Source: an optimization exercise on an open RTL-to-GDS flow (aim: small area, a short achievable clock period and few clock cycles). Production flows keep margins and buffers that such runs may drop.
RTL that was checked went through simulation tests only; none was proved equivalent to the original.
Power is estimated from default activity; no workload was simulated.

Design top, start of the top module:
module top(clk,rst,imem_addr,imem_data,led,halted);
        input clk;
        input rst;
        output [0:7] imem_addr;
        input [0:31] imem_data;
        output [0:7] led;
        output halted;
        wire [31:0] ins = imem_data;
        wire [5:0] op  = ins[31:26];
        wire [4:0] rs  = ins[25:21];
        wire [4:0] rt  = ins[20:16];
        wire [4:0] rd  = ins[15:11];
        wire [7:0] imm = ins[7:0];
        wire [5:0] fn  = ins[5:0];
        reg  [7:0] R [0:31];
        reg  [7:0] pc;
        reg  [7:0] x_a, x_b;           
        reg  [4:0] x_dst;
        reg        x_we, x_lw, x_slt, x_w2;
        wire [7:0] sum = x_a + x_b;
        reg [7:0] rom;
        always @(*) begin
                case (sum)
                8'd0: rom = 8'b10011100;
                8'd1: rom = 8'b10001111;
                8'd2: rom = 8'b01110000;
                8'd3: rom = 8'b00111011;
                8'd4: rom = 8'b00100000;
                8'd5: rom = 8'b01010000;
                8'd6: rom = 8'b00000111;
                8'd7: rom = 8'b00001000;
                8'd8: rom = 8'b00001001;
                8'd9: rom = 8'b00001010;
                8'd10: rom = 8'b00000110;
                default: rom = 8'b00000000;
                endcase
        end
        wire lt = $signed(x_a) < $signed(x_b);
        wire [7:0] res = x_lw  ? rom :
                         x_slt ? {7'b0, lt} : sum;
        wire stop = (pc >= 8'd14);
        wire d_lw   = op[5];                           
        wire d_addi = op[3];                           
        wire d_jal  = op[1] & ~op[5];                  
        wire d_beq  = op[2] & ~op[0];                  
        wire d_bne  = op[2] & op[0];                   
        wire d_r    = ~(op[5] | op[3] | op[2] | op[1]);  
        wire d_jr   = d_r & ~fn[5];                    
        wire d_slt  = d_r & fn[5] & fn[1];             
        wire d_we   = d_lw | d_addi | d_jal | (d_r & fn[5]);
  ...
clock: 7.0 ns
lec_check: 0
cap_margin: 20
core_margin: 2
core_utilization: 40
setup_slack_margin: 3.6
slew_margin: 20
run.sh (not shown) runs the stock make flow with config.mk's settings and CLKGATE_MAP_FILE= SYNTH_SCRIPT=/design/flow/synth_recipe.tcl, a recipe that flattens the netlist after the stock synthesis.
The baseline finished clean.
Next try:
- SETUP_SLACK_MARGIN: 3.6 -> default
After rerunning: The new run finished with timing, DRC and antenna clean. Die area does not change. Core utilization decreases by 5.9 points. Cell area is lower by about 11%. Hold slack gains 0.11 ns. Combinational power decreases by 15%. Clock-buffer cell count came out higher by 3. First-iteration DRC count is lower by about 30%. Global-route usage is higher by 0.71 points. Final cell count falls by about 5.5%. Power falls by about 4.3%. Clock power is about the same.
No run of this note included a check of the RTL's function; only the layout flow was run.


The RTL this note starts from:
==> flow/design.v <==
`timescale 1ns / 1ps
module top(clk,rst,imem_addr,imem_data,led,halted);
        input clk;
        input rst;
        output [0:7] imem_addr;
        input [0:31] imem_data;
        output [0:7] led;
        output halted;
        wire [31:0] ins = imem_data;
        wire [5:0] op  = ins[31:26];
        wire [4:0] rs  = ins[25:21];
        wire [4:0] rt  = ins[20:16];
        wire [4:0] rd  = ins[15:11];
        wire [7:0] imm = ins[7:0];
        wire [5:0] fn  = ins[5:0];
        reg  [7:0] R [0:31];
        reg  [7:0] x_a, x_b;           
        reg  [7:0] x_seq;              
        reg  [7:0] x_tgt;              
        reg  [4:0] x_dst;
        reg        x_we, x_lw, x_slt, x_jal, x_beq, x_bne, x_jr, x_w2;
        wire [7:0] sum = x_a + x_b;
        reg [7:0] rom;
        always @(*) begin
                case (sum)
                8'd0: rom = 8'b10011100;
                8'd1: rom = 8'b10001111;
                8'd2: rom = 8'b01110000;
                8'd3: rom = 8'b00111011;
                8'd4: rom = 8'b00100000;
                8'd5: rom = 8'b01010000;
                8'd6: rom = 8'b00000111;
                8'd7: rom = 8'b00001000;
                8'd8: rom = 8'b00001001;
                8'd9: rom = 8'b00001010;
                8'd10: rom = 8'b00000110;
                default: rom = 8'b00000000;
                endcase
        end
        wire lt = $signed(x_a) < $signed(x_b);
        wire [7:0] res = x_lw  ? rom :
                         x_slt ? {7'b0, lt} :
                         x_jal ? x_seq : sum;
        wire eq = (x_a == x_b);
        wire taken = x_jal | (x_beq & eq) | (x_bne & ~eq);
        wire [7:0] npc = x_jr ? R[31] : taken ? x_tgt : x_seq;
        wire stop = (npc >= 8'd14);
        assign imem_addr = npc;
        assign halted = stop & ~x_w2;
        assign led = R[2];
        wire d_lw   = op[5];                           
        wire d_addi = op[3];                           
        wire d_jal  = op[1] & ~op[5];                  
        wire d_beq  = op[2] & ~op[0];                  
        wire d_bne  = op[2] & op[0];                   
        wire d_r    = ~(op[5] | op[3] | op[2] | op[1]);  
        wire d_jr   = d_r & ~fn[5];                    
        wire d_slt  = d_r & fn[5] & fn[1];             
        wire d_we   = d_lw | d_addi | d_jal | (d_r & fn[5]);
        wire [4:0] d_dst = d_r ? rd : d_jal ? 5'd31 : rt;
        wire d_imm  = d_lw | d_addi;
        wire fwd_a = x_we & (x_dst == rs);
        wire fwd_b = x_we & (x_dst == rt);
        wire [7:0] rf_a = R[rs];
        wire [7:0] rf_b = R[rt];
        wire [7:0] d_a = fwd_a ? res : rf_a;
        wire [7:0] d_b = d_imm ? imm : fwd_b ? res : rf_b;
        always @(posedge clk) begin
                if (rst | stop) begin
                        x_we  <= 1'b0;
                        x_lw  <= 1'b0;
                        x_slt <= 1'b0;
                        x_jal <= 1'b0;
                        x_beq <= 1'b0;
                        x_bne <= 1'b0;
                        x_jr  <= 1'b0;
                        x_w2  <= 1'b0;
                        x_seq <= rst ? 8'd12 : npc;
                end
                else begin
                        x_we  <= d_we;
                        x_lw  <= d_lw;
                        x_slt <= d_slt;
                        x_jal <= d_jal;
                        x_beq <= d_beq;
                        x_bne <= d_bne;
                        x_jr  <= d_jr;
                        x_w2  <= d_we & (d_dst == 5'd2);
                        x_seq <= npc + 8'd1;
                end
                x_dst <= d_dst;
                x_a   <= d_a;
                x_b   <= d_b;
                x_tgt <= d_jal ? imm : npc + imm;
        end
        wire [7:0] wd = rst ? 8'd0 : res;
        genvar k;
        generate
                for (k = 0; k < 32; k = k + 1) begin : g_rf
                        always @(posedge clk)
                                if (rst | (x_we & (x_dst == k)))
                                        R[k] <= wd;
                end
        endgenerate
endmodule
export LEC_CHECK = 0
export ABC_CLOCK_PERIOD_IN_PS = 3000
export CAP_MARGIN = 20
export CORE_MARGIN = 2
export CORE_UTILIZATION = 40
export SETUP_SLACK_MARGIN = 4.0
export SLEW_MARGIN = 20
create_clock -name core_clock -period 7.0 [get_ports {clk}]
Change:
Settings changed: ABC_CLOCK_PERIOD_IN_PS 3000 to default, SETUP_SLACK_MARGIN 4.0 to default.
The changed run finished with timing, DRC and antenna clean.
Global-route usage came out lower by 2.0 points.
Worst setup slack is worse by 1.2 ns.
Wire length came out lower by a little under a tenth.
No functional check of the RTL was part of any run of this note.


== job 9851 ==
top, a different RTL version from the one above (not shown whole).
Size: roughly 300 flip-flops, about 15000 um2 of cells after synthesis.
clock: 7.0 ns
lec_check: 0
cap_margin: 10
core_margin: 2
core_utilization: 40
cts_cluster_diameter: 80
cts_cluster_size: 20
setup_slack_margin: 4.3
slew_margin: 10
tns_end_percent: 20
buffer_ports_args: -buffer_cell sky130_fd_sc_hd__buf_2
standard.sh (not shown) runs the stock make flow with config.mk's settings and CLKGATE_MAP_FILE= SYNTH_SCRIPT=/design/flow/synth_recipe.tcl, a recipe that flattens the netlist after the stock synthesis.
==> flow/flow/run.sh <==
#!/bin/bash
# Standard layout (the standard.sh, standard synthesis), with the port
# buffers made of buf_2 cells instead of buffer_ports' default choice.
set -euo pipefail
echo 'export BUFFER_PORTS_ARGS = -buffer_cell sky130_fd_sc_hd__buf_2' >> config.mk
bash standard.sh > standard.log 2>&1
Testbench counts of job 9851, summed over its fixed seeds: cycles 53,224.
Changes in job 7694 relative to job 9851:
Settings: SETUP_SLACK_MARGIN now 4.0, was 4.3; CORE_UTILIZATION now 50, was 40; TNS_END_PERCENT no longer set, was 20.
--- outcome ---
Global-route usage, job 7694 and job 9851, higher one = job 7694. input pin to register as the critical path class was reported by job 7694, and register to output port by job 9851. Changes observed in job 7694 relative to job 9851: internal power summed over all cells shrank by 6.7%; pre-CTS setup slack ~0 delta; standby leakage power lost 8.7%.
Inputs modified between job 7694 and job 7604:
Settings: SLEW_MARGIN: 10 -> 20; CTS_CLUSTER_DIAMETER: 80 -> 100; BUFFER_PORTS_ARGS: -buffer_cell sky130_fd_sc_hd__buf_2 -> unset; CTS_CLUSTER_SIZE: 20 -> 25; CAP_MARGIN: 10 -> 20; CORE_UTILIZATION: 50 -> 40.
==> flow/run.sh (new file) <==
#!/bin/bash
# synth_recipe.tcl (not shown) runs the flow's synth.tcl, then flattens the netlist and writes it again
# the make line also repeats each setting of config.mk as NAME=value (left out here)
make -C /OpenROAD-flow-scripts/flow DESIGN_CONFIG=/design/flow/config.mk WORK_HOME=/design/flow/orfs CLKGATE_MAP_FILE= SYNTH_SCRIPT=/design/flow/synth_recipe.tcl finish
removed: flow/flow/run.sh
removed: flow/standard.sh
Notes after the runs:
Job 7604 ended up with a222oi_1 as its cell with the biggest individual delay on the critical path; job 7694 ended up with o21ai_0.
Job 7604 vs job 7694 on data required time of the worst path: job 7604 is the higher one.
Between job 7604 and job 7694, it is job 7604 whose number of ordinary and repair buffers in the finished layout is higher, by 21%.
Measured against each other, job 7694 and job 7604 differ in wire length after detailed routing, the higher figure coming from job 7604.
From job 7694 to job 7604 the numbers moved as follows: layout overhead on the synthesized area went up 4.9 points; worst hold margin shows an increase of 0.0081 ns.
Clock power share: job 7604 vs job 7694 down 1.9 points
Job 7604: utilization 9.8 points below job 7694
[inputs] job 3622 vs job 7604
Settings: removing CTS_CLUSTER_DIAMETER (formerly 100); removing CTS_CLUSTER_SIZE (formerly 25).
==> run notes <==
Compared to job 7604, job 3622 has global-route usage 0.73 points higher.
Worst-case clock buffer depth of job 3622 is on par with job 7604.
Cmp job 7604 and job 3622 / proportion of total power due to net switching / lower: job 3622
Fmax | job 3622 vs job 7604 | job 3622 faster
From job 7604 to job 3622 the numbers moved as follows: met1 usage held, count of plain and timing-repair buffers in the layout went up 26.
Cmp job 7604 and job 3622 / number of nets at the end of the flow / higher: job 3622
Against job 7604 as the reference, job 3622 delivers a higher routed wire length.
> inputs changed (job 3622 -> job 4094)
Settings: CTS_CLUSTER_SIZE now 20, previously not set; SLEW_MARGIN now 10, was 20; CTS_CLUSTER_DIAMETER now 80, previously not set; CAP_MARGIN now 10, was 20; RECOVER_POWER now 100, previously not set; BUFFER_PORTS_ARGS now -buffer_cell sky130_fd_sc_hd__buf_2, previously not set.
==> flow/flow/run.sh (new file) <==
#!/bin/bash
# Standard layout (the standard.sh, standard synthesis), with the port
# buffers made of buf_2 cells instead of buffer_ports' default choice, and
# ORFS's power recovery (downsizing of cells off the critical paths) after
# global routing.
set -euo pipefail
echo 'export BUFFER_PORTS_ARGS = -buffer_cell sky130_fd_sc_hd__buf_2' >> config.mk
echo 'export RECOVER_POWER = 100' >> config.mk
bash standard.sh > standard.log 2>&1
==> flow/standard.sh (new file) <==
#!/bin/bash
# synth_recipe.tcl (not shown) runs the flow's synth.tcl, then flattens the netlist and writes it again
# the make line also repeats each setting of config.mk as NAME=value (left out here)
make -C /OpenROAD-flow-scripts/flow DESIGN_CONFIG=/design/flow/config.mk WORK_HOME=/design/flow/orfs CLKGATE_MAP_FILE= SYNTH_SCRIPT=/design/flow/synth_recipe.tcl "${@:-finish}"
removed: flow/run.sh
--- outcome ---
Job 3622: PASS, flow complete, no timing, DRC or antenna violations. Final checks on job 4094, whose flow otherwise completed, came back failing, citing max-capacitance violations, max-slew violations. Library cell contributing the largest single delay on the critical path: o21ai_0 -> job 4094, a222oi_1 -> job 3622. Leakage power figure, job 4094 and job 3622: higher on job 3622. Against job 3622, job 4094 comes in 85 lower on final cell count without fillers. As far as share of flip-flops with an asynchronous set or reset goes, job 4094 and job 3622 are indistinguishable; the numbers are identical. Changes observed in job 4094 relative to job 3622: length of routed met3 wiring fell by 8.6%, total of cells resized after clock tree synthesis fell by 112, largest vdd supply drop rose by 0.33%. Going from job 3622 to job 4094, the count of clock-net buffers in the final layout was found to have gone down by 23%. Job 4094 against job 3622: wire length now sits lower; area after synthesis now sits at about the same level; clock-pin slew on the worst setup and hold paths now sits higher; layout overhead on the synthesized area now sits lower.

port drivers added, routing unchanged:
In the flow no input, the clock included, has a driving cell. The finished layouts below were timed again as built, in two steps. Step 1: set_driving_cell puts a clkbuf_16 on clk and a buf_2 on each other input, an assumption about the parent block. Step 2 also shifts input and output timing later by t, the mid clock arrival at the registers, as if the neighbouring blocks saw the same clock. Slacks: no drivers / after step 1 / after step 2; pairs: no drivers / after step 1.
| run | t (ns) | setup WS [ns] | worst setup path at the end | worst data-port slew with drivers (ns) | cell pins on the clock port's net |
|---|---|---|---|---|---|
| the first run of note 1 | 0.635 | 2.476 / 2.353 / 1.719 | input to register | 0.28 | 1 |
| the second run of note 1 | 0.602 | 1.247 / 1.280 / 0.678 | input to register | 0.10 | 1 |
| the first run of note 2 | 0.615 | 2.648 / 2.595 / 3.209 | register to output | 0.08 | 1 |
| the second run of note 2 | 0.573 | 1.469 / 1.416 / 1.873 | input to register | 0.04 | 1 |
| job 9851 | 0.609 | 3.895 / 3.836 / 3.396 | input to register | 0.16 | 1 |
| job 7694 | 0.591 | 3.837 / 3.870 / 3.278 | input to register | 0.06 | 1 |
| job 7604 | 0.589 | 3.824 / 3.837 / 3.248 | input to register | 0.06 | 1 |
| job 3622 | 0.589 | 3.936 / 3.890 / 3.361 | input to register | 0.06 | 1 |
| job 4094 | 0.593 | 2.361 / 2.402 / 1.810 | input to register | 0.04 | 1 |
For the first run of note 1, which loses most, drivers alone change the setup slack by -0.123 ns; drivers and shift together by -0.757 ns.
